From an optimization exercise on the open Yosys and OpenROAD flow, aimed at small area and a short achievable clock period; shortcuts taken in it are not production practice.
At most, simulation tests tie the RTL to the original design; equivalence was not proved.
Power figures rest on the tool's default switching activity, not on a simulated workload.

==> job 4689 <==
Design wallace_multiplier_16bit, start of the top module:
module wallace_multiplier_16bit(
    input  wire        clk,
    input  wire        rst,
    input  wire [15:0] multiplicand,
    input  wire [15:0] multiplier,
    output reg  [31:0] result
);
Settings: LEC_CHECK=0, CAP_MARGIN=20, CORE_MARGIN=2, CORE_UTILIZATION=40, SETUP_SLACK_MARGIN=1.0, SLEW_MARGIN=20; clock period 3.0 ns.
run.sh (not shown) runs the stock make flow with config.mk's settings and CLKGATE_MAP_FILE= SYNTH_SCRIPT=/design/flow/synth_recipe.tcl, a recipe that flattens the netlist after the stock synthesis.
==> job 4901 (differences from job 4689) <==
- SETUP_SLACK_MARGIN: 1.0 -> not set
==> qor summary <==
	job 4689	job 4901
Maximum resistive drop on vdd	387 uV	401 uV
Logic depth of the worst register-to-register path	8	10
Wire length of the first global-routing pass	47100 um	46700 um
Power density normalized to cell area	874 nW/um^2	879 nW/um^2
Non-clock buffer share of cell area	0.0438	0.0400
Overall track demand over capacity in global routing	0.154	0.153
Logic gate share of total power	0.320	0.305
Fillers	3399	3417
Count of clock buffers in the final design	52	49
Switching power total	4.93 mW	4.84 mW
Reported combinational group power	4.96 mW	4.72 mW
Status	finished clean	finished clean
Number of cells upsized or downsized after cts	55	0
Worst Setup EP	result[28]	result[27]
Worst Setup Slack, final	842 ps	514 ps
Biggest fanout along the worst timing path	5	4
Vias in the first global route	9186	8979
Share of the final layout cell area in sequential cells	0.386	0.387
Sequential share of power	0.395	0.397
No run of this note included a check of the RTL's function; only the layout flow was run.

* * *

==> inputs of delta <==
Another version of the RTL of wallace_multiplier_16bit (not shown whole).
Settings: LEC_CHECK=0, CAP_MARGIN=20, CORE_MARGIN=2, CORE_UTILIZATION=60, CTS_BUF_LIST=sky130_fd_sc_hd__clkbuf_4 sky130_fd_sc_hd__clkbuf_8, CTS_CLUSTER_DIAMETER=50, CTS_CLUSTER_SIZE=12, SETUP_SLACK_MARGIN=1.1, SLEW_MARGIN=20, SYNTH_HIERARCHICAL=1, SYNTH_MINIMUM_KEEP_SIZE=0; clock period 3.0 ns.
standard.sh (not shown) runs the stock make flow with config.mk's settings and CLKGATE_MAP_FILE= SYNTH_SCRIPT=/design/flow/synth_recipe.tcl, a recipe that flattens the netlist after the stock synthesis.
==> flow/flow/run.sh <==
#!/bin/bash
# Standard ORFS layout (the standard.sh) with two changes:
#  - plain buf_1 cells as the port buffers (buffer_ports picks delay cells by default);
#  - clock tree synthesis without dummy load cells.
set -euo pipefail
export BUFFER_PORTS_ARGS="-buffer_cell sky130_fd_sc_hd__buf_1"
export CTS_ARGS="-sink_clustering_enable -repair_clock_nets -dont_use_dummy_load -sink_clustering_size 10 -sink_clustering_max_diameter 40 -buf_list {sky130_fd_sc_hd__clkbuf_4}"
bash standard.sh > standard_flow.log 2>&1
==> violet: changes against delta <==
==> flow/flow/run.sh (replaced) <==
#!/bin/bash
# Standard ORFS layout (the standard.sh) with two changes:
#  - plain buf_1 cells as the port buffers (buffer_ports picks delay cells by default);
#  - clock tree synthesis without dummy load cells.
set -euo pipefail
export BUFFER_PORTS_ARGS="-buffer_cell sky130_fd_sc_hd__buf_1"
export CTS_ARGS="-sink_clustering_enable -repair_clock_nets -dont_use_dummy_load -sink_clustering_size 16 -sink_clustering_max_diameter 60 -buf_list {sky130_fd_sc_hd__clkbuf_4 sky130_fd_sc_hd__clkbuf_8}"
bash standard.sh > standard_flow.log 2>&1
==> summary of the runs <==
delta finished clean. violet completed with no timing, DRC or antenna violations. Between delta and violet, the lower via count is in violet (gap about 1.2%, measured against violet). Cell area: violet is larger than delta (0.42%). Between delta and violet, the lower worst hold slack is in delta (gap 0.044 ns). Between violet and delta, the lower count of clock-buffer cells in the layout is in violet (gap 17).
No run of this note included a check of the RTL's function; only the layout flow was run.

* * *

==> inputs of run H <==
Another version of the RTL of wallace_multiplier_16bit (not shown whole).
make LEC_CHECK=0 CAP_MARGIN=20 CORE_MARGIN=2 CORE_UTILIZATION=60 SETUP_SLACK_MARGIN=1.0 SLEW_MARGIN=20 SYNTH_HIERARCHICAL=1 SYNTH_MINIMUM_KEEP_SIZE=0 finish   # period 3.0 ns
run.sh (not shown) runs the stock make flow with config.mk's settings and CLKGATE_MAP_FILE= SYNTH_SCRIPT=/design/flow/synth_recipe.tcl, a recipe that flattens the netlist after the stock synthesis.
Stock flow here: none of the scripts above is used.
==> run Y (differences from run H) <==
- CTS_BUF_LIST: not set -> sky130_fd_sc_hd__clkbuf_4 sky130_fd_sc_hd__clkbuf_8
- CTS_CLUSTER_DIAMETER: not set -> 50
- CTS_CLUSTER_SIZE: not set -> 12
- SETUP_SLACK_MARGIN: 1.0 -> 1.3
==> run D (differences from run H) <==
- CTS_BUF_LIST: not set -> sky130_fd_sc_hd__clkbuf_8
- CTS_CLUSTER_SIZE: not set -> 20
==> results_dict.tcl <==
set metrics [dict create \
    fmax_ghz 0.491 \
    clock_buffers 46 \
    grt_pass1_wl_um 43800 \
    status "complete, no violations" \
    met1_usage 0.339 \
    combPwrFrac 0.371 \
    nonClkBufAreaFrac 0.108 \
]
the above is filed under run Y

==> results_dict.tcl <==
set metrics [dict create \
    rows 55 \
    nonClkBufAreaFrac 0.0466 \
    grt_pass1_wl_um 41500 \
    grtUsageTotal 0.222 \
    fmax_ghz 0.501 \
    status "complete, no violations" \
    combPwrFrac 0.315 \
    place_area_um2 14700 \
    met1_usage 0.340 \
    final_cell_count_no_fill 1492 \
    cts_resized 34 \
    total_power_mw 15.6 \
]
the above is filed under run H

==> results_dict.tcl <==
set metrics [dict create \
    status "complete, no violations" \
    taps 285 \
    grt_pass1_wl_um 41300 \
    met1_usage 0.338 \
    nonClkBufAreaFrac 0.0433 \
    busiest_layer "met1" \
]
the above is filed under run D

## static timing again, ports no longer ideal
How much do the figures lean on ideal ports? The routed layouts below were timed once more, with nothing changed but the port constraints.
Step 1, drivers: a clkbuf_16 drives clk and a buf_2 each remaining input, both assumed.
Step 2 adds t to the input delays and takes it off the output delays; t is the mean of the earliest and latest rising clock arrival at the registers after step 1. Input paths then give back, and output paths get back, about the clock's delay inside the block.
a / b / c = no drivers / after step 1 / after step 2; a / b = the first two.
| run | t, ns | setup slack, ns | slew at the worst register clock pin (ns) | worst slew at a driven data input, ns | pins driven straight from the clock port |
|---|---|---|---|---|---|
| job 4689 | 0.562 | 0.842 / 0.842 / 0.842 | 0.06 / 0.06 | 0.04 | 1 |
| job 4901 | 0.571 | 0.514 / 0.514 / 0.514 | 0.07 / 0.07 | 0.04 | 1 |
| delta | 0.660 | 1.113 / 1.113 / 1.113 | 0.11 / 0.11 | 0.04 | 1 |
| violet | 0.589 | 1.126 / 1.126 / 1.126 | 0.10 / 0.10 | 0.03 | 1 |
| run H | 0.551 | 1.004 / 0.998 / 1.004 | 0.06 / 0.06 | 0.04 | 1 |
| run Y | 0.583 | 0.964 / 0.964 / 0.964 | 0.08 / 0.08 | 0.04 | 1 |
| run D | 0.605 | 0.992 / 0.992 / 0.992 | 0.07 / 0.07 | 0.04 | 1 |
After both steps every run listed still meets setup and hold.
